What follows belongs to an exercise in optimizing a design on an open flow for small area; a production flow would make more cautious choices.
In this exercise RTL edits were held to simulation tests only and were not proved equivalent to the original.
No driver is modelled on the clock port, so clocking that relies on it looks cheaper here than on a real chip.
Power and IR drop assume default switching activity.

`flow/config.mk`:
```
export PLATFORM = sky130hd
export DESIGN_NAME = part3_core
export DESIGN_NICKNAME = part3_core
export VERILOG_FILES = /design/flow/design.v
export SDC_FILE = /design/flow/constraint.sdc
export NUM_CORES = 4
export LEC_CHECK = 0
export CAP_MARGIN = 0
export CORE_MARGIN = 2
export CORE_UTILIZATION = 60
export PLACE_DENSITY = 0.72
export SLEW_MARGIN = 0
```
`flow/constraint.sdc`:
```
create_clock -name core_clock -period 10.0 [get_ports {CLOCK_50}]
set_input_delay 2.0000 -clock core_clock [delete_from_list [all_inputs] [get_ports {CLOCK_50}]]
set_output_delay 2.0000 -clock core_clock [all_outputs]
set_load 0.01 [all_outputs]
```
`flow/design.v`:
```
module fifo_ctrl #(parameter ADDR_WIDTH=5)
                 (clk, reset, w, en, empty, full);
	input  logic clk, reset, w, en;
	output logic empty, full;
	logic [ADDR_WIDTH-1:0] c;
	assign empty = (c == 0);
	always_ff @(posedge clk) begin
		if (reset) begin
			c    <= 0;
			full <= 0;
		end
		else if (full) begin
			if (w & ~en)
				full <= 0;                
		end
		else if (en) begin
			if (&c)
				full <= 1;
			else
				c <= c + 1'b1;
		end
	end
endmodule   
module fifo #(parameter DATA_WIDTH=19, ADDR_WIDTH=5)
            (clk, en, w_data, r_data);
	input  logic clk, en;
	input  logic [DATA_WIDTH-1:0] w_data;
	output logic [DATA_WIDTH-1:0] r_data;
	logic [DATA_WIDTH-1:0] sr [0:2**ADDR_WIDTH-1];
	always_ff @(posedge clk) begin
		if (en) begin
			sr[0] <= w_data;
			for (int i = 1; i < 2**ADDR_WIDTH; i++)
				sr[i] <= sr[i-1];
		end
	end
	assign r_data = sr[2**ADDR_WIDTH-1];
endmodule   
module accumulator #(parameter W=19, SPLIT=14)
                   (clk, reset, en, full, head, w_data, q);
	input  logic clk, reset, en, full;
	input  logic [W-1:0] head, w_data;
	output logic [23:0] q;
	logic [W-1:0] rn;    
	logic [23:0] a, b, s, c, y, sum;
	logic [24:0] cy, cy0, cy1;
	logic [23:0] sum0, sum1;
	always_ff @(posedge clk)
		rn <= ~(full ? head : '0);
	assign a = {{(24-W){rn[W-1]}}, rn};
	assign b = {{(24-W){w_data[W-1]}}, w_data};
	assign s = q ^ a ^ b;
	assign c = (q & a) | (q & b) | (a & b);
	assign y = {c[22:0], 1'b1};
	always_comb begin
		cy = '0; cy0 = '0; cy1 = '0;
		sum = '0; sum0 = '0; sum1 = '0;
		for (int i = 0; i < SPLIT; i++) begin
			sum[i]  = s[i] ^ y[i] ^ cy[i];
			cy[i+1] = (s[i] & y[i]) | (s[i] & cy[i]) | (y[i] & cy[i]);
		end
		cy0[SPLIT] = 1'b0;
		cy1[SPLIT] = 1'b1;
		for (int i = SPLIT; i < 24; i++) begin
			sum0[i]  = s[i] ^ y[i] ^ cy0[i];
			cy0[i+1] = (s[i] & y[i]) | (s[i] & cy0[i]) | (y[i] & cy0[i]);
			sum1[i]  = s[i] ^ y[i] ^ cy1[i];
			cy1[i+1] = (s[i] & y[i]) | (s[i] & cy1[i]) | (y[i] & cy1[i]);
			sum[i]   = cy[SPLIT] ? sum1[i] : sum0[i];
		end
	end
	always_ff @(posedge clk) begin
		if (reset)
			q <= 0;
		else if (en)
			q <= sum;
	end
endmodule  
module part3_core (CLOCK_50, reset, SW, LEDR, read_ready, write_ready,
                   readdata_left, readdata_right, read, write,
                   writedata_left, writedata_right, rom_address, rom_q);
	parameter N = 5;
	input logic CLOCK_50;
	input logic reset;                               
	input logic [9:0] SW;
	output logic [9:0] LEDR;
	input logic read_ready, write_ready;
	input logic [23:0] readdata_left, readdata_right;
	output logic read, write;
	output logic [23:0] writedata_left, writedata_right;
	output logic [15:0] rom_address;
	input logic [23:0] rom_q;
	logic w, en;                        
	logic empty, full;                  
	logic [23:0] unfiltered_L, unfiltered_R;
	logic [23:0] filtered_L, filtered_R;
	logic [23-N:0] head_L, head_R;    
	assign w  = read_ready & write_ready;
	assign en = SW[8] & w;
	assign read  = w;
	assign write = w;
	assign LEDR[9] = SW[9];
	assign LEDR[8] = SW[8];
	assign LEDR[7:4] = 4'b0;
	assign LEDR[0] = empty;
	assign LEDR[1] = full;
	assign LEDR[2] = empty;
	assign LEDR[3] = full;
	assign unfiltered_L = SW[9] ? rom_q : readdata_left;
	assign unfiltered_R = SW[9] ? rom_q : readdata_right;
	assign writedata_left  = SW[8] ? filtered_L : unfiltered_L;
	assign writedata_right = SW[8] ? filtered_R : unfiltered_R;
	logic [15:0] current;
	assign rom_address = current;
	always_ff @(posedge CLOCK_50) begin
		if (current == 16'd47999 | reset)
			current <= 0;
		else if (w)
			current <= current + 1'b1;
	end
	fifo_ctrl #(N) ctrl (.clk(CLOCK_50), .reset, .w, .en, .empty, .full);
	fifo #(24-N, N) bufferL (.clk(CLOCK_50), .en, .w_data(unfiltered_L[23:N]), .r_data(head_L));
	fifo #(24-N, N) bufferR (.clk(CLOCK_50), .en, .w_data(unfiltered_R[23:N]), .r_data(head_R));
	accumulator #(24-N) accumulateL (.clk(CLOCK_50), .reset, .en, .full, .head(head_L), .w_data(unfiltered_L[23:N]), .q(filtered_L));
	accumulator #(24-N) accumulateR (.clk(CLOCK_50), .reset, .en, .full, .head(head_R), .w_data(unfiltered_R[23:N]), .q(filtered_R));
endmodule  
```
`flow/flow/run.sh`:
```
#!/bin/bash
# Standard ORFS layout (the standard.sh) with smaller port buffers and a
# clock tree of small buffers without dummy loads; after CTS the leaf buffers
# whose flip-flops see a high clock slew are upsized (flow/post_cts.tcl).
set -euo pipefail
export CLK_SLEW_FIX=0.115
bash standard.sh \
  "BUFFER_PORTS_ARGS=-buffer_cell sky130_fd_sc_hd__buf_1" \
  "CTS_ARGS=-sink_clustering_enable -repair_clock_nets -dont_use_dummy_load -buf_list sky130_fd_sc_hd__clkbuf_4 -sink_clustering_size 11 -sink_clustering_max_diameter 50" \
  "POST_CTS_TCL=$PWD/flow/post_cts.tcl" \
  finish > flow_make.log 2>&1
```
`flow/flow/post_cts.tcl`:
```
# Upsize the clock buffers that drive flip-flop clock pins with a high
# estimated slew, then legalize the placement again.
estimate_parasitics -placement
set thr [expr {[info exists ::env(CLK_SLEW_FIX)] ? $::env(CLK_SLEW_FIX) : 0.100}]
set drivers {}
foreach pin [get_pins -hierarchical */CLK] {
  if {[get_property $pin slew_max] > $thr} {
    set net [get_nets -of_objects $pin]
    foreach d [get_pins -of_objects $net -filter "direction==output"] {
      lappend drivers [get_full_name [get_cells -of_objects $d]]
    }
  }
}
set drivers [lsort -unique $drivers]
puts "clock slew fix: upsizing [llength $drivers] clock buffers"
foreach i $drivers {
  set master [get_property [get_cells $i] ref_name]
  if {$master eq "sky130_fd_sc_hd__clkbuf_4"} {
    replace_cell [get_cells $i] sky130_fd_sc_hd__clkbuf_8
  }
}
detailed_placement
check_placement -verbose
estimate_parasitics -placement
```
`flow/standard.sh`:
```
#!/bin/bash
# synth_recipe.tcl (not shown) runs the flow's synth.tcl, then flattens the netlist and writes it again
# the make line also repeats each setting of config.mk as NAME=value (left out here)
make -C /OpenROAD-flow-scripts/flow DESIGN_CONFIG=/design/flow/config.mk WORK_HOME=/design/flow/orfs CLKGATE_MAP_FILE= SYNTH_SCRIPT=/design/flow/synth_recipe.tcl "${@:-finish}"
```
==> run notes, run 1 <==
status=no timing/DRC/antenna violations; register area=38680 um2; crit share post-route=90.77%; Int Power=0.007040 W; Fmax achieved=110.2 MHz; IO Count=162; Worst setup EP type=register; crit-path most repeated cell=fa_1; Setup WS pre-CTS=-0.06585 ns; global-route wire length before repair=99040 um; total die area=74950 um2; power density over cell area=191.0 nW/um2; Net Switching=0.001883 W; setup_tns=0 ns; TritonCTS sink count=1324; dpl hpwl=37080 um; Post-synth ARST share=0%; Tmin final=9.077 ns; initial DRC count=1737; Detailed Routing Iterations Pass 1=6; vias in the first global route=17560; Req. time, crit path=10.85 ns; worst path arrival time=9.92 ns; clock group share of total power=24.9%; Routed Wire Length=64290 um; Layout Nets=2462; most frequent cells in the layout=edfxtp_1, buf_1, nand2_1; post-layout instance area=46720 um2; share of layout cells above drive strength 1=10.23%; CTS tree=built; Reg power frac=69.5%; Slew Limit Fails=0; Static Leak=14.99 nW; crit path kind=input port to register; antenna violations before repair=4; Post-synth top flop=edfxtp_1; Top delay family on crit path=adder cells; setup ws final=0.9234 ns; synthesized instance count=1993; Final Wtd Congestion=0.8364; Layout Skew=0.08001 ns; initial core utilization=60.87%; placed cell area=45580 um2; Synth cell types=62; Worst Setup Start Kind=input port; Worst-Skew Late Latency=0.99 ns; post-synthesis sequential area ratio=88.58%; Least-Margin Pin Slew=1.205 ns; most common cell after layout, fill and taps aside=edfxtp_1; largest net degree at the start of global routing=194; antenna viol nets, final=0; RSZ-0062 raised after global routing=no; Site Rows=98; Clock transition at path regs=0.11 ns; Slowest-stage cell, CP=fa_1; final setup violation count=0; synthesized cell area=43670 um2; core area=71730 um2; FILL cells=4675; switching share of power=21.10%; maxcap violations=0; Warnings, synthesis=5; grt ovf=0; WP buf/inv=3; Post-Syn Area per Cell=21.91 um2; Die X=273.8 um; GRT Resource Usage Total=17.75%; HP Class=register to register; Hold Fails Final Rpt=0; combinational share of power=5.6%; Remaining DRCs=0; Critical Path Fanout Max=5; number of synthesized register bits=1324; cells along the critical path=buf_2 > o21ai_0 > inv_1 > fa_1 > fa_1 > inv_1 > fa_1 > fa_1 > fa_1 > fa_1 > fa_1 > fa_1 > fa_1 > fa_1 > fa_1 > fa_1 > fa_1 > fa_1 > or2_1 > a311oi_4 > a211oi_1 > or3_1 > a32o_1; Via Count=17830; slowest stage delay, CP=0.61 ns; Worst slew margin=18.84%; Die H=273.8 um; via/cell ratio=5.512; # port buffers=149; EDFF count, synth=1216; drt wl/cell=19.87 um; Peak VDD IR=0.1197 mV; area of the multi-input gates=4574 um2; synthesis-to-finish area growth=7.003%
## metal layers
| layer | global-route usage (%) | wire length (um) |
|---|---|---|
| met5 | 0 | 13 |
| met4 | 7.219 | 1550 |
| met3 | 4.456 | 4533 |
| met2 | 24.20 | 27990 |
| met1 | 27.81 | 30200 |
## cell usage after synthesis (2+ instances only)
| library cell | number | area, um2 |
|---|---|---|
| ha_1 | 24 | 300.3 |
| nand2_1 | 145 | 544.3 |
| clkbuf_1 | 24 | 90.09 |
| mux2i_1 | 13 | 130.1 |
| o21a_1 | 3 | 22.52 |
| xor2_1 | 13 | 113.9 |
| buf_1 | 8 | 30.03 |
| dfxtp_1 | 108 | 2162 |
| fa_1 | 72 | 1441 |
| a211oi_1 | 9 | 67.56 |
| and4_1 | 2 | 17.52 |
| edfxtp_1 | 1216 | 36520 |
| o32a_1 | 3 | 30.03 |
| o21bai_1 | 2 | 15.01 |
| nor2b_1 | 2 | 12.51 |
| mux2_2 | 40 | 450.4 |
| nand2b_1 | 5 | 31.28 |
| o22ai_1 | 5 | 31.28 |
| a32o_1 | 2 | 20.02 |
| buf_4 | 11 | 82.58 |
| xnor2_1 | 17 | 148.9 |
| o211ai_1 | 2 | 15.01 |
| o21ai_0 | 56 | 280.3 |
| or3_1 | 8 | 50.05 |
| nand3_1 | 11 | 55.05 |
| nand4_1 | 4 | 25.02 |
| o22a_1 | 4 | 35.03 |
| buf_2 | 2 | 10.01 |
| nor3_1 | 6 | 30.03 |
| a2111o_1 | 2 | 22.52 |
| nor3b_1 | 2 | 15.01 |
| nor2_1 | 47 | 176.4 |
| and3_1 | 3 | 18.77 |
| inv_1 | 57 | 214.0 |
| nor4b_1 | 2 | 17.52 |
| a21oi_1 | 37 | 185.2 |
## through the flow
stage | hold WS [ns] | power (W) | cells | utilization (%)
after global routing | 0.3470 | 0.009293 | 3233 | 65.13
after detailed placement | 0.3991 | 0.006830 | 3088 | 63.54
after global placement | 0.3927 | 0.006798 | 3088 | 63.54
after floorplan | 0.3873 | 0.006685 | 1996 | -
final | 0.3494 | 0.008923 | 3235 | 65.14
## state kept, by name, indices dropped and copies added (netlist names)
signal / cells
ctrl.c: 5
accumulateL.rn: 19
bufferL.sr: 608
current: 16
accumulateL.q: 24
accumulateR.rn: 19
ctrl.full: 1
accumulateR.q: 24
bufferR.sr: 608
## logic make-up (layout without fill, tap and decap cells)
logic type,count (synthesis),in the layout,share of synthesized area (%)
adders and majority gates,96,96,3.989
AOI/OAI and AO/OA,141,141,2.037
and+or+nand+nor,243,243,2.387
muxes,54,54,1.364
xor gates and xnor gates,31,31,0.6533
other,1,11,0.008588
buffers and inverters,103,385,0.9857
DFF,1324,1324,88.58
## worst paths after layout
| check | start | end | slack [ns] | cells after the start |
|---|---|---|---|---|
| hold reg to reg | bufferL.sr[14][17]$_DFFE_PP_ | bufferL.sr[15][17]$_DFFE_PP_ | 0.35 | 0 |
| hold / removal | bufferL.sr[14][17]$_DFFE_PP_ | bufferL.sr[15][17]$_DFFE_PP_ | 0.35 | 0 |
| setup / recovery | SW[9] | accumulateL.q[20]$_SDFFE_PP0P_ | 0.92 | 23 |
| setup reg to reg | accumulateR.rn[0]$_DFF_P_ | accumulateR.q[18]$_SDFFE_PP0P_ | 2.37 | 21 |
## cell type report
type | count | area share (%)
inverter | 58 | 0.4820
sequential | 1324 | 82.78
tap | 950 | 2.544
multi-input combinational | 569 | 9.790
clock buffer | 140 | 2.410
antenna | 7 | 0.03749
timing repair buffer | 187 | 1.955
## power by group through the flow
stage | clock network, W | registers (W) | logic, W
floorplan | 0 | 0.00634 | 0.000341
global placement | 0 | 0.00633 | 0.000472
detailed placement | 0 | 0.00633 | 0.000499
global route | 0.00251 | 0.00622 | 0.000558
finish | 0.00222 | 0.00620 | 0.000500
==> run 2, diff against run 1 <==
--- a/flow/design.v
+++ b/flow/design.v
@@ -37,5 +37,5 @@
 	assign r_data = sr[2**ADDR_WIDTH-1];
 endmodule   
-module accumulator #(parameter W=19, SPLIT=14)
+module accumulator #(parameter W=19, SPLIT=16)
                    (clk, reset, en, full, head, w_data, q);
 	input  logic clk, reset, en, full;
==> run 2 against run 1 <==
  * Still clean
  * Power grew 0.24%
  * Final area shrank 0.21%
  * Setup slack lost 0.56 ns
  * Largest cell class unchanged
  * Cell count shrank 0.22%
==> run notes, run 2 <==
Worst Setup Start Kind=input port; Site Rows=98; drt wl/cell=20.03 um; placed cell area=45450 um2; synthesized instance count=1975; Hold Fails Final Rpt=0; TritonCTS sink count=1324; FILL cells=4722; Req. time, crit path=10.89 ns; Warnings, synthesis=5; Post-Syn Area per Cell=22.03 um2; initial core utilization=60.75%; core area=71610 um2; global-route wire length before repair=99540 um; final setup violation count=0; antenna viol nets, final=0; Peak VDD IR=0.1334 mV; RSZ-0062 raised after global routing=no; Least-Margin Pin Slew=1.253 ns; Remaining DRCs=0; Layout Nets=2452; Critical Path Fanout Max=10; via/cell ratio=5.436; Layout Skew=0.07522 ns; Worst setup EP type=register; number of synthesized register bits=1324; crit share post-route=96.32%; CTS tree=built; # port buffers=149; Detailed Routing Iterations Pass 1=5; total power=0.008944 W; HP Class=register to register; total die area=74670 um2; Slew Limit Fails=0; share of layout cells above drive strength 1=10.89%; main area contributors after synthesis=edfxtp_1, dfxtp_1, fa_1; worst path arrival time=10.53 ns; dpl hpwl=37130 um; Yosys top cell by area=edfxtp_1; power density over cell area=191.8 nW/um2; Worst-Skew Late Latency=1.00 ns; Fmax achieved=103.8 MHz; Tmin final=9.632 ns; maxcap violations=0; initial DRC count=1770; Synth cell types=53; largest net degree at the start of global routing=227; Setup WS pre-CTS=-0.6608 ns; Die H=273.3 um; most common cell after layout, fill and taps aside=edfxtp_1; Die X=273.3 um; setup ws final=0.3679 ns; grt ovf=0; Post-synth ARST share=0%; GRT Resource Usage Total=17.84%; synthesized cell area=43500 um2; Via Count=17550; EDFF count, synth=1216; placed cell count=3077; synthesis-to-finish area growth=7.179%; most frequent cells in the layout=edfxtp_1, nand2_1, buf_1; Worst slew margin=15.61%; post-synthesis sequential area ratio=88.91%; Post-synth top cells=edfxtp_1, nand2_1, dfxtp_1; Final Wtd Congestion=0.7800; Synth top area share=83.94%; IO Count=162; vias in the first global route=17510; Post-synth top flop=edfxtp_1; Top Registers=bufferL.sr: 608 flops, bufferR.sr: 608 flops; crit path kind=input port to register; Routed Wire Length=64670 um; most common cell in the synthesized netlist=edfxtp_1; antenna violations before repair=5; post-layout instance area=46620 um2; Clock transition at path regs=0.12 ns; final cell count without fillers=3228; Static Leak=14.95 nW; status=no timing/DRC/antenna violations
==> run 2: final cells by class <==
class | count | area, um2 | area share [%]
multi-input cells | 549 | 4390 | 9.417
diodes | 10 | 25.02 | 0.05367
inverters | 60 | 232.7 | 0.4991
well taps | 950 | 1189 | 2.549
flip-flops and latches | 1324 | 38680 | 82.96
clock buffers | 141 | 1146 | 2.458
repair buffers | 194 | 963.4 | 2.066
==> run 2: cells by family (layout without fill, tap and decap cells) <==
group | Yosys count | after routing | share of synthesized area (%)
buffers and inverters | 105 | 395 | 1.053
other | 1 | 14 | 0.008620
adder cells (fa/ha/maj) | 96 | 96 | 4.073
flip-flops | 1324 | 1324 | 88.91
AND/OR/NAND/NOR | 237 | 237 | 2.321
AO/OA/AOI/OAI | 124 | 124 | 1.611
multiplexers | 50 | 50 | 1.260
XOR/XNOR | 38 | 38 | 0.7651
==> run 2: path summary, 6_finish.rpt <==
kind,from,endpoint,slack (ns),cells after the start
max,SW[9],accumulateL.q[23]$_SDFFE_PP0P_,0.37,27
min,bufferL.sr[19][6]$_DFFE_PP_,bufferL.sr[20][6]$_DFFE_PP_,0.35,0
max reg2reg,accumulateL.q[0]$_SDFFE_PP0P_,accumulateL.q[23]$_SDFFE_PP0P_,1.70,24
min reg2reg,bufferL.sr[19][6]$_DFFE_PP_,bufferL.sr[20][6]$_DFFE_PP_,0.35,0
==> run 2: metal layers <==
metal  vias up  share of wire (%)  GRT usage [%]
met2       449                 43          24.02
li1       7982                  -              -
met1      8973                 47          28.51
met3       144                7.2          4.263
met4         0                2.8          7.075
met5         -                  0              0
==> run 2: where the power goes <==
part | leakage (nW) | switching, W | internal, W | total, W
clock | 0.685 | 0.00153 | 0.000712 | 0.00225
combinational | 2.25 | 0.000308 | 0.000184 | 0.000492
sequential | 12.0 | 0.0000488 | 0.00616 | 0.00621
total | 15.0 | 0.00189 | 0.00705 | 0.00894
==> run 2: critical path, cell delays in order <==
cell      delay (ns)
buf_2           0.16
buf_4           0.19
o21ai_1         0.35
fa_1            0.47
inv_1           0.10
fa_1            0.17
inv_1           0.05
fa_1            0.37
fa_1            0.42
fa_1            0.41
fa_1            0.40
fa_1            0.40
fa_1            0.40
fa_1            0.40
fa_1            0.40
fa_1            0.39
fa_1            0.40
fa_1            0.40
fa_1            0.44
fa_1            0.48
fa_1            0.50
nor2b_1         0.18
o221ai_1        0.22
a31oi_1         0.20
a21oi_1         0.26
o21ai_0         0.14
a22o_1          0.21
==> run 2: stage by stage <==
stage	TNS, ns	util, %	hold slack [ns]
after detailed placement	-6.076	63.48	0.3997
final	0	65.11	0.3546
after global routing	0	65.10	0.3515
after global placement	-4.243	63.48	0.3941
after floorplan	0	-	0.3873
==> run 3, diff against run 2 <==
--- a/flow/flow/run.sh
+++ b/flow/flow/run.sh
@@ -4,5 +4,5 @@
 # whose flip-flops see a high clock slew are upsized (flow/post_cts.tcl).
 set -euo pipefail
-export CLK_SLEW_FIX=0.115
+export CLK_SLEW_FIX=0.108
 bash standard.sh \
   "BUFFER_PORTS_ARGS=-buffer_cell sky130_fd_sc_hd__buf_1" \
==> run 3 against run 2 <==
  * Still clean
  * Setup slack lost 0.027 ns
  * Worst hold slack got worse by 0.012 ns
  * Clock-buffer cell count is the same
  * Largest power group unchanged
==> run notes, run 3 <==
Post-Syn Area per Cell=22.03 um2; reg-to-reg critical path startpoint=accumulateL.q[0]$_SDFFE_PP0P_; power density over cell area=195.9 nW/um2; initial core utilization=60.75%; most common cell after layout, fill and taps aside=edfxtp_1; synthesized cell area=43500 um2; Post-synth top cells=edfxtp_1, nand2_1, dfxtp_1; post-synthesis sequential area ratio=88.91%; crit path kind=input port to register; Yosys top cell by area=edfxtp_1; maxcap violations=0; Static Leak=15.09 nW; HP Class=register to register; setup ws final=0.3410 ns; Slew Limit Fails=0; status=no timing/DRC/antenna violations; Worst Setup Start Kind=input port; Die H=273.3 um; grt ovf=0; Remaining DRCs=0; Worst setup EP type=register; main area contributors after synthesis=edfxtp_1, dfxtp_1, fa_1; initial DRC count=1864; Post-synth top flop=edfxtp_1; Req. time, crit path=10.89 ns; largest net degree at the start of global routing=227; Hold Worst Slack=0.3426 ns; Layout Nets=2452; Site Rows=98; Critical Path Fanout Max=10; final setup violation count=0; synthesized instance count=1975; vias in the first global route=17540; worst r2r dst=accumulateL.q[23]$_SDFFE_PP0P_; placed cell area=45450 um2; Worst-Skew Late Latency=1.02 ns; setup_tns=0 ns; synthesis-to-finish area growth=7.941%; IO Count=162; drt wl/cell=20.11 um; FILL cells=4646; Via Count=17530; Clock transition at path regs=0.10 ns; Final Wtd Congestion=0.7800; number of synthesized register bits=1324; Register-to-Register Path Depth=24; EDFF count, synth=1216; Synth cell types=53; most frequent cells in the layout=edfxtp_1, nand2_1, buf_1; global-route wire length before repair=99720 um; # port buffers=149; worst path arrival time=10.55 ns; antenna violations before repair=5; share of layout cells above drive strength 1=10.89%; Slowest-stage cell, CP=fa_1; final cell count without fillers=3228; most common cell in the synthesized netlist=edfxtp_1; antenna viol nets, final=0; slowest stage delay, CP=0.49 ns; RSZ-0062 raised after global routing=no; core area=71610 um2; Die X=273.3 um; Hold Fails Final Rpt=0; Layout Skew=0.09259 ns; GRT Resource Usage Total=17.87%; worst hold start=bufferL.sr[27][14]$_DFFE_PP_; Synth top area share=83.94%; post-layout instance area=46960 um2; via/cell ratio=5.430; total die area=74670 um2; dpl hpwl=37130 um; Peak VDD IR=0.1525 mV; Least-Margin Pin Slew=1.295 ns; end of the worst hold path=bufferL.sr[28][14]$_DFFE_PP_; Routed Wire Length=64920 um; placed cell count=3077; Min-Delay Path Depth=0; Warnings, synthesis=5; Tmin final=9.659 ns; CTS tree=built; Fmax achieved=103.5 MHz; reg-to-reg slack, setup=1.72 ns; Top Registers=bufferL.sr: 608 flops, bufferR.sr: 608 flops; Setup WS pre-CTS=-0.6608 ns; TritonCTS sink count=1324; crit-path most repeated cell=fa_1; crit share post-route=96.59%; Detailed Routing Iterations Pass 1=5; Post-synth ARST share=0%; Worst slew margin=12.77%
-- run 3: routing by layer --
layer | track usage, % | wire, um | vias to the layer above
li1 | - | - | 7947
met1 | 28.51 | 30490 | 8960
met2 | 24.09 | 27870 | 476
met3 | 4.272 | 4798 | 144
met4 | 7.133 | 1764 | 0
met5 | 0 | 0 | -
-- run 3: critical path: cells and delay by family --
family | cells | cell delay (ns)
fa+ha+maj | 16 | 6.46
compound gates | 6 | 1.39
buf+inv | 4 | 0.50
simple gates | 1 | 0.18
-- run 3: report_power, final --
part	leakage (nW)	switching (W)	internal, W
registers	12.0	0.0000489	0.00616
clock network	0.822	0.00157	0.000933
logic	2.25	0.000308	0.000184
total	15.1	0.00192	0.00728
-- run 3: cell type report --
class                      count  area [um2]  share of cell area [%]
clock buffer                 141        1478                   3.147
multi-input combinational    549        4390                   9.350
inverter                      60       232.7                  0.4956
timing repair buffer         194       963.4                   2.052
sequential                  1324       38680                   82.37
antenna                       10       25.02                 0.05329
tap                          950        1189                   2.531
-- run 3: cells by family after synthesis --
kind of cell    share of synthesized area (%)
flops                                   88.91
simple gates                            2.321
compound gates                          1.611
buf+inv                                 1.053
fa+ha+maj                               4.073
mux                                     1.260
xor+xnor                               0.7651
other cells                          0.008620
-- run 3: through the flow --
step | utilization, % | total power (W)
2_1_floorplan | - | 0.006672
3_3_place_gp | 63.48 | 0.006794
3_5_place_dp | 63.48 | 0.006827
5_1_grt | 65.57 | 0.009564
6_report | 65.57 | 0.009198
-- run 3: how the worst max path moves through the flow --
stage / startpoint / slack (ns) / endpoint
6_report: SW[9] / 0.34 / accumulateL.q[23]$_SDFFE_PP0P_
3_5_place_dp: SW[9] / -0.66 / accumulateL.q[23]$_SDFFE_PP0P_
3_3_place_gp: SW[9] / -0.53 / accumulateL.q[23]$_SDFFE_PP0P_
5_1_grt: SW[9] / 0.07 / accumulateL.q[23]$_SDFFE_PP0P_
2_1_floorplan: SW[9] / 0.04 / accumulateL.q[21]$_SDFFE_PP0P_
==> run 4, diff against run 3 <==
--- a/flow/config.mk
+++ b/flow/config.mk
@@ -8,5 +8,5 @@
 export CAP_MARGIN = 0
 export CORE_MARGIN = 2
-export CORE_UTILIZATION = 60
-export PLACE_DENSITY = 0.72
+export CORE_UTILIZATION = 70
+export PLACE_DENSITY = 0.8
 export SLEW_MARGIN = 0
==> run 4 against run 3 <==
  * Synthesized area stayed put
  * Core utilization is 10 points higher
  * Via count is 0.88% lower
  * Die area is 14% lower
  * Worst hold slack worse by 0.0091 ns
  * Non-clock buffer count is 6 lower
  * Wire length is 2.2% lower
  * Setup slack worse by 0.021 ns
==> run notes, run 4 <==
Slew Limit Fails=0; Site Rows=91; synthesis-to-finish area growth=7.202%; antenna viol nets, final=0; Post-synth top cells=edfxtp_1, nand2_1, dfxtp_1; vias in the first global route=17210; crit path kind=input port to register; final setup violation count=0; Layout Nets=2445; Die X=253.3 um; Static Leak=15.01 nW; most common cell after layout, fill and taps aside=edfxtp_1; post-layout instance area=46630 um2; Yosys top cell by area=edfxtp_1; Post-Syn Area per Cell=22.03 um2; main area contributors after synthesis=edfxtp_1, dfxtp_1, fa_1; end of the worst hold path=accumulateL.rn[4]$_DFF_P_; Die H=253.3 um; most common cell in the synthesized netlist=edfxtp_1; TritonCTS sink count=1324; main combinational cell family by area after synthesis=adder cells; FILL cells=3160; dpl hpwl=36060 um; reg-to-reg slack, setup=1.53 ns; Post-Synth Adder-Cell Area=4.073%; crit share post-route=96.80%; reg-to-reg critical path startpoint=accumulateL.rn[1]$_DFF_P_; Worst slew margin=13.82%; status=no timing/DRC/antenna violations; Fmax achieved=103.3 MHz; largest net degree at the start of global routing=232; Final Wtd Congestion=0.7773; Top Registers=bufferL.sr: 608 flops, bufferR.sr: 608 flops; area of the multi-input gates=4390 um2; synthesized cell area=43500 um2; post-synthesis sequential area ratio=88.91%; most frequent cells in the layout=edfxtp_1, nand2_1, buf_1; via/cell ratio=5.601; register area=38680 um2; synthesized instance count=1975; Worst setup EP type=register; global-route wire length before repair=96610 um; initial core utilization=70.62%; grt ovf=0; Least-Margin Pin Slew=1.279 ns; clock group share of total power=26.3%; maxcap violations=0; antenna violations before repair=3; Routed Wire Length=63460 um; Worst Setup Start Kind=input port; Net Switching=0.001890 W; EDFF count, synth=1216; Peak VDD IR=0.1585 mV; Layout Skew=0.08436 ns; worst r2r dst=accumulateL.q[23]$_SDFFE_PP0P_; Reg power frac=68.3%; IO Count=162; RSZ-0062 raised after global routing=no; Register-to-Register Path Depth=24; total die area=64160 um2; Final Util=75.71%; Remaining DRCs=0; Tmin final=9.680 ns; Min-Delay Path Depth=1; drt wl/cell=20.46 um; Int Power=0.007199 W; power density over cell area=194.9 nW/um2; post-synthesis compound-gate area fraction=1.611%; Hold Fails Final Rpt=0; worst hold start=bufferL.sr[31][4]$_DFFE_PP_; initial DRC count=1568; worst path arrival time=10.56 ns; placed cell area=45270 um2; Critical Path Fanout Max=9; Hold Worst Slack=0.3336 ns; Post-synth top flop=edfxtp_1; Worst-Skew Late Latency=1.02 ns; Post-synth ARST share=0%; combinational share of power=5.4%; switching share of power=20.80%; number of synthesized register bits=1324; Warnings, synthesis=5; Post-Synth XOR/XNOR Area=0.7651%; core area=61600 um2; mux share of post-synthesis cell area=1.260%; Synth top area share=83.94%; CTS tree=built; Clock transition at path regs=0.11 ns; # port buffers=149; Req. time, crit path=10.88 ns; simple-gate share of the synthesized area=2.321%; Synth cell types=53; Detailed Routing Iterations Pass 1=5; HP Class=register to register; Via Count=17370; total power=0.009089 W; GRT Resource Usage Total=20.46%; share of layout cells above drive strength 1=10.61%
[run 4: cells by family (layout without fill, tap and decap cells)]
family | count (synthesis) | in the layout
buffers and inverters | 105 | 388
other | 1 | 8
AOI/OAI and AO/OA | 124 | 124
DFF | 1324 | 1324
adders and majority gates | 96 | 96
and+or+nand+nor | 237 | 237
muxes | 50 | 50
xor gates and xnor gates | 38 | 38
[run 4: per-layer routing]
metal | routed length (um) | vias up | track usage, %
li1 | - | 7929 | -
met1 | 29520 | 8827 | 32.36
met2 | 28620 | 481 | 28.49
met3 | 3581 | 134 | 4.297
met4 | 1727 | 2 | 8.639
met5 | 12 | - | 0
[run 4: area by class of cell]
cell class	instances	area share (%)
clock buffer	140	2.911
multi-input combinational	549	9.415
sequential	1324	82.94
antenna	4	0.02146
inverter	60	0.4990
timing repair buffer	188	1.969
tap	837	2.246
[run 4: how the worst max path moves through the flow]
stage,slack [ns],start,endpoint
floorplan,0.04,SW[9],accumulateL.q[21]$_SDFFE_PP0P_
global placement,-0.40,SW[9],accumulateL.q[23]$_SDFFE_PP0P_
detailed placement,-0.70,SW[9],accumulateL.q[23]$_SDFFE_PP0P_
global route,0.1,SW[9],accumulateL.q[23]$_SDFFE_PP0P_
finish,0.32,SW[9],accumulateL.q[23]$_SDFFE_PP0P_
[run 4: critical path, stage by stage]
cell      delay [ns]
clkbuf_2        0.16
o21ai_0         0.31
inv_1           0.13
fa_1            0.60
fa_1            0.18
inv_1           0.06
fa_1            0.39
fa_1            0.41
fa_1            0.44
fa_1            0.41
fa_1            0.43
fa_1            0.42
fa_1            0.40
fa_1            0.40
fa_1            0.41
fa_1            0.41
fa_1            0.41
fa_1            0.44
fa_1            0.46
fa_1            0.49
nor2b_1         0.18
o221ai_1        0.24
a31oi_1         0.19
a21oi_1         0.26
o21ai_0         0.13
a22o_1          0.21
[run 4: power by group through the flow]
stage,Sequential (W),Clock (W),Combinational [W]
after floorplan,0.00635,0,0.000326
after global placement,0.00633,0,0.000454
after detailed placement,0.00633,0,0.000495
after global routing,0.00622,0.00266,0.000547
final,0.00621,0.00239,0.000492
[run 4: stage by stage]
step                setup TNS (ns)  cells  setup WS (ns)
floorplan                        0   1978        0.03594
global placement            -2.841   2958        -0.3986
detailed placement          -6.379   2958        -0.7022
global route                     0   3100        0.09705
finish                           0   3102         0.3199
==> run 5, diff against run 4 <==
==> flow/flow/run.sh (replaced) <==
#!/bin/bash
# Standard ORFS layout (the standard.sh) with smaller port buffers and a
# clock tree of small buffers without dummy loads; after CTS the leaf buffers
# whose flip-flops see a high clock slew are upsized (flow/post_cts.tcl).
set -euo pipefail
export CLK_SLEW_FIX=0.115
bash standard.sh \
  "BUFFER_PORTS_ARGS=-buffer_cell sky130_fd_sc_hd__buf_1" \
  "CTS_ARGS=-sink_clustering_enable -repair_clock_nets -dont_use_dummy_load -buf_list sky130_fd_sc_hd__clkbuf_4 -sink_clustering_size 10 -sink_clustering_max_diameter 50" \
  "POST_CTS_TCL=$PWD/flow/post_cts.tcl" \
  finish > flow_make.log 2>&1
--- a/flow/config.mk
+++ b/flow/config.mk
@@ -8,5 +8,5 @@
 export CAP_MARGIN = 0
 export CORE_MARGIN = 2
-export CORE_UTILIZATION = 70
-export PLACE_DENSITY = 0.8
+export CORE_UTILIZATION = 50
+export PLACE_DENSITY = 0.62
 export SLEW_MARGIN = 0
==> run 5 against run 4 <==
  * Worst hold slack better by 0.030 ns
  * Synthesized area unchanged
  * Clock skew up 0.0077 ns
  * Non-clock buffer count up 19
  * First-iteration DRC count down 8.4%
  * Sequential share of layout area down 0.64 points
  * Clock power down 5%
  * Critical path depth up 1
==> run notes, run 5 <==
status=no timing/DRC/antenna violations; synthesized cell area=43500 um2; Peak VDD IR=0.1083 mV; Static Leak=15.05 nW; Post-synth top flop=edfxtp_1; Die X=299.0 um; synthesized instance count=1975; Post-synth top cells=edfxtp_1, nand2_1, dfxtp_1; core area=86480 um2; Least-Margin Pin Slew=1.222 ns; post-synthesis compound-gate area fraction=1.611%; Final Wtd Congestion=0.7513; most common cell in the synthesized netlist=edfxtp_1; clock group share of total power=25.4%; Layout Skew=0.09206 ns; antenna viol nets, final=0; Slowest-stage cell, CP=fa_1; Routed Wire Length=65330 um; Worst slew margin=18.55%; Post-Synth XOR/XNOR Area=0.7651%; Top delay family on crit path=adder cells; Worst Setup Start Kind=input port; Post-Syn Area per Cell=22.03 um2; HP Class=register to register; maxcap violations=0; initial core utilization=50.30%; GRT Resource Usage Total=14.93%; main combinational cell family by area after synthesis=adder cells; synthesis-to-finish area growth=8.036%; initial DRC count=1437; Worst setup EP type=register; EDFF count, synth=1216; Slew Limit Fails=0; most frequent cells in the layout=edfxtp_1, nand2_1, clkbuf_4; post-synthesis sequential area ratio=88.91%; TritonCTS sink count=1324; power density over cell area=191.0 nW/um2; simple-gate share of the synthesized area=2.321%; vias in the first global route=17560; Int Power=0.007062 W; Synth cell types=53; largest net degree at the start of global routing=212; Tmin final=9.605 ns; share of layout cells above drive strength 1=11.90%; placed cell count=3295; dpl hpwl=37180 um; Die H=299.0 um; Reg power frac=69.1%; slowest stage delay, CP=0.51 ns; Critical Path Fanout Max=10; via/cell ratio=5.074; IO Count=162; number of synthesized register bits=1324; FILL cells=6597; Hold Fails Final Rpt=0; grt ovf=0; worst path arrival time=10.46 ns; Synth top area share=83.94%; main area contributors after synthesis=edfxtp_1, dfxtp_1, fa_1; Hold Worst Slack=0.3632 ns; final setup violation count=0; Net Switching=0.001916 W; Site Rows=108; global-route wire length before repair=101300 um; most common cell after layout, fill and taps aside=edfxtp_1; switching share of power=21.34%; antenna violations before repair=2; final cell count without fillers=3453; Worst-Skew Late Latency=0.99 ns; mux share of post-synthesis cell area=1.260%; Post-synth ARST share=0%; Clock transition at path regs=0.11 ns; WP buf/inv=4; Post-Synth Adder-Cell Area=4.073%; RSZ-0062 raised after global routing=no; total die area=89380 um2; Layout Nets=2478; combinational share of power=5.5%; drt wl/cell=18.92 um; crit share post-route=96.05%; Detailed Routing Iterations Pass 1=5; Yosys top cell by area=edfxtp_1; CTS tree=built; Via Count=17520; crit path kind=input port to register; Top Registers=bufferL.sr: 608 flops, bufferR.sr: 608 flops; Warnings, synthesis=5; Fmax achieved=104.1 MHz; Remaining DRCs=0; crit-path most repeated cell=fa_1; # port buffers=149; Req. time, crit path=10.86 ns
## run 5: changes by cell type in the layout (fill, tap and decap cells not counted), sizes merged
| cell | delta |
|---|---|
| buf | +18 |
| clkbuf | +15 |
## run 5: power groups by stage
stage	Sequential [W]	Combinational (W)	Clock, W
2_1_floorplan	0.00635	0.000326	0
3_3_place_gp	0.00633	0.000475	0
3_5_place_dp	0.00633	0.000499	0
5_1_grt	0.00622	0.000557	0.00261
6_report	0.00621	0.000493	0.00228
## run 5: metrics by stage
| stage | TNS (ns) | total power (W) | cell area [um2] | worst slack (ns) | utilization, % |
|---|---|---|---|---|---|
| 6_report | 0 | 0.008978 | 47000 | 0.3953 | 54.34 |
| 3_5_place_dp | -5.184 | 0.006834 | 45830 | -0.5724 | 52.99 |
| 3_3_place_gp | -3.712 | 0.006805 | 45830 | -0.4636 | 52.99 |
| 5_1_grt | 0 | 0.009388 | 47000 | 0.1942 | 54.34 |
| 2_1_floorplan | 0 | 0.006672 | 43530 | 0.03594 | - |
## run 5: worst register-to-register path, delay by kind of cell (launching register included)
family,cells,cell delay [ns]
fa+ha+maj,16,6.53
flops,1,0.44
simple gates,2,0.27
buf+inv,2,0.13
compound gates,4,0.95
## run 5: area by class of cell
class | instances | area [um2] | share of cell area, %
inverter | 60 | 232.7 | 0.4952
clock buffer | 154 | 1162 | 2.473
sequential | 1324 | 38680 | 82.30
multi-input combinational | 549 | 4390 | 9.342
tap | 1155 | 1445 | 3.075
timing repair buffer | 207 | 1079 | 2.295
antenna | 4 | 10.01 | 0.02130
## run 5: worst paths after layout
kind | start | endpoint | slack [ns] | depth (start not counted)
setup / recovery | SW[9] | accumulateL.q[23]$_SDFFE_PP0P_ | 0.40 | 27
hold / removal | bufferR.sr[17][16]$_DFFE_PP_ | bufferR.sr[18][16]$_DFFE_PP_ | 0.36 | 0
setup reg to reg | accumulateL.q[0]$_SDFFE_PP0P_ | accumulateL.q[23]$_SDFFE_PP0P_ | 1.53 | 24
hold reg to reg | bufferR.sr[17][16]$_DFFE_PP_ | bufferR.sr[18][16]$_DFFE_PP_ | 0.36 | 0
## run 5: kinds of logic (layout without fill, tap and decap cells)
family,after synthesis,after routing
fa+ha+maj,96,96
flops,1324,1324
other cells,1,8
buf+inv,105,421
simple gates,237,237
mux,50,50
compound gates,124,124
xor+xnor,38,38
## run 5: metal layers
layer / wire, um / track usage [%]
met1: 31940 / 23.48
met2: 27540 / 19.88
met3: 4244 / 4.079
met4: 1599 / 5.857
met5: 0 / 0
==> run 6, diff against run 5 <==
--- a/flow/config.mk
+++ b/flow/config.mk
@@ -8,5 +8,5 @@
 export CAP_MARGIN = 0
 export CORE_MARGIN = 2
-export CORE_UTILIZATION = 50
-export PLACE_DENSITY = 0.62
+export CORE_UTILIZATION = 60
+export PLACE_DENSITY = 0.72
 export SLEW_MARGIN = 0
==> run 6 against run 5 <==
  * Critical endpoint unchanged
  * Non-clock buffer count fell by 13
  * Synthesized area did not move
  * Worst hold slack got worse by 0.010 ns
  * Die area fell by 16%
  * Fmax fell by 0.83%
  * Register-to-register slack improved by 0.17 ns
  * First-iteration DRC count rose by 25%
  * Largest power group unchanged
  * Final area fell by 0.81%
  * Critical path type unchanged
  * Cell count fell by 6.3%
  * Largest cell class unchanged
  * Via count rose by 0.43%
==> run notes, run 6 <==
main area contributors after synthesis=edfxtp_1, dfxtp_1, fa_1; number of synthesized register bits=1324; switching share of power=21.24%; Clock transition at path regs=0.10 ns; simple-gate share of the synthesized area=2.321%; RSZ-0062 raised after global routing=no; slowest stage delay, CP=0.49 ns; Post-synth ARST share=0%; maxcap violations=0; initial core utilization=60.75%; Synth top area share=83.94%; Net Switching=0.001901 W; Final Wtd Congestion=0.7800; Synth cell types=53; post-synthesis compound-gate area fraction=1.611%; Remaining DRCs=0; synthesis-to-finish area growth=7.159%; Top Registers=bufferL.sr: 608 flops, bufferR.sr: 608 flops; Fmax achieved=103.3 MHz; GRT Resource Usage Total=17.95%; Worst setup EP type=register; status=no timing/DRC/antenna violations; crit path kind=input port to register; Warnings, synthesis=5; most frequent cells in the layout=edfxtp_1, nand2_1, clkbuf_4; placed cell area=45450 um2; Critical Path Fanout Max=10; met3 WL=4899 um; initial DRC count=1799; Slew Limit Fails=0; Final Util=65.10%; Worst-Skew Late Latency=1.00 ns; vias in the first global route=17490; Worst slew margin=14.97%; Layout Nets=2463; Post-Synth XOR/XNOR Area=0.7651%; WL met1=30510 um; most common cell after layout, fill and taps aside=edfxtp_1; Routed Wire Length=65000 um; final cell count without fillers=3235; core area=71610 um2; Static Leak=14.97 nW; grt ovf=0; synthesized cell area=43500 um2; Setup WS pre-CTS=-0.6608 ns; Die H=273.3 um; synthesized instance count=1975; share of layout cells above drive strength 1=11.32%; power density over cell area=192.0 nW/um2; Post-synth top cells=edfxtp_1, nand2_1, dfxtp_1; Yosys top cell by area=edfxtp_1; Peak VDD IR=0.1578 mV; Int Power=0.007047 W; most common cell in the synthesized netlist=edfxtp_1; Detailed Routing Iterations Pass 1=7; Post-Syn Area per Cell=22.03 um2; Tmin final=9.685 ns; main combinational cell family by area after synthesis=adder cells; IO Count=162; worst hold start=bufferL.sr[0][9]$_DFFE_PP_; worst path arrival time=10.54 ns; global-route wire length before repair=100100 um; post-synthesis sequential area ratio=88.91%; antenna violations before repair=4; Least-Margin Pin Slew=1.262 ns; met2 wire length=28080 um; Reg power frac=69.4%; Layout Skew=0.08811 ns; clock group share of total power=25.1%; Site Rows=98; Via Count=17600; placed cell count=3077; crit-path most repeated cell=fa_1; Hold Worst Slack=0.3532 ns; Post-Synth Adder-Cell Area=4.073%; via/cell ratio=5.439; crit path from=SW[9]; antenna viol nets, final=0; dpl hpwl=37130 um; Worst Setup Start Kind=input port; reg-to-reg critical path startpoint=accumulateL.q[0]$_SDFFE_PP0P_; mux share of post-synthesis cell area=1.260%; Die X=273.3 um; crit share post-route=96.85%; largest net degree at the start of global routing=227; TritonCTS sink count=1324; Top Metal Used=met4; combinational share of power=5.5%; total die area=74670 um2; CTS tree=built; FILL cells=4724; # port buffers=149; Req. time, crit path=10.86 ns; setup ws final=0.3153 ns; HP Class=register to register; final setup violation count=0; EDFF count, synth=1216; Post-synth top flop=edfxtp_1; post-layout instance area=46620 um2; Hold Fails Final Rpt=0; Slowest-stage cell, CP=fa_1; drt wl/cell=20.09 um
-- run 6: cell families (layout without fill, tap and decap cells) --
family	after synthesis	after routing
buffers and inverters	105	406
flip-flops	1324	1324
other	1	10
XOR/XNOR	38	38
adder cells (fa/ha/maj)	96	96
multiplexers	50	50
AND/OR/NAND/NOR	237	237
AO/OA/AOI/OAI	124	124
-- run 6: worst max-delay path, delay by kind of cell --
| family | cells | cell delay [ns] |
|---|---|---|
| and+or+nand+nor | 1 | 0.18 |
| AOI/OAI and AO/OA | 6 | 1.39 |
| buffers and inverters | 4 | 0.51 |
| adders and majority gates | 16 | 6.46 |
-- run 6: path summary, 6_finish.rpt --
kind                                         end  slack (ns)  cells past startpoint
hold / removal        bufferL.sr[1][9]$_DFFE_PP_        0.35                      0
setup / recovery  accumulateL.q[23]$_SDFFE_PP0P_        0.32                     27
setup reg to reg  accumulateL.q[23]$_SDFFE_PP0P_        1.70                     24
hold reg to reg       bufferL.sr[1][9]$_DFFE_PP_        0.35                      0
-- run 6: final cells by class --
type                    count  area, um2  share of cell area (%)
flip-flops and latches   1324      38680                   82.97
multi-input cells         549       4390                   9.418
well taps                 950       1189                   2.550
clock buffers             152       1147                   2.461
repair buffers            194      963.4                   2.067
inverters                  60      232.7                  0.4992
diodes                      6      15.01                 0.03221
-- run 6: stage by stage --
stage	total power, W	setup TNS (ns)
detailed placement	0.006827	-6.076
floorplan	0.006672	0
finish	0.008948	0
global route	0.009322	0
global placement	0.006794	-4.243
-- run 6: routing by layer --
layer  vias to the layer above  track usage (%)
met5                         -                0
met4                         0            6.385
met3                       148            4.974
met2                       481            24.05
met1                      8955            28.62
li1                       8011                -
-- run 6: power groups by stage --
stage | sequential, W | combinational, W | clock [W]
after global routing | 0.00622 | 0.000551 | 0.00255
after detailed placement | 0.00633 | 0.000495 | 0
after global placement | 0.00633 | 0.000468 | 0
after floorplan | 0.00635 | 0.000326 | 0
final | 0.00621 | 0.000492 | 0.00225

what the ideal ports hide:
Ports are ideal in the flow. The routed layouts listed here were re-timed in OpenROAD.
Step 1: set_driving_cell puts a clkbuf_16 on CLOCK_50 and a buf_2 on each other input, an assumption about the parent block.
Step 2 also shifts input and output timing later by t, the mid clock arrival at the registers, as if the neighbouring blocks saw the same clock.
a / b / c = ideal / step 1 / step 2; a / b = the first two.
run	shift t [ns]	slack for setup (ns)	clock arrival spread, ns
run 1	1.021	0.923 / 0.958 / -0.063	0.093 / 0.094
run 2	1.027	0.368 / 0.278 / -0.749	0.084 / 0.083
run 3	1.036	0.341 / 0.254 / -0.782	0.104 / 0.104
run 4	1.031	0.320 / 0.260 / -0.771	0.091 / 0.090
run 5	1.016	0.395 / 0.423 / -0.592	0.109 / 0.109
run 6	1.013	0.315 / 0.219 / -0.794	0.091 / 0.090
With both steps, setup timing fails in every run listed, where it was met with ideal ports. For run 3, which loses most, drivers alone change the setup slack by -0.087 ns; drivers and shift together by -1.123 ns.
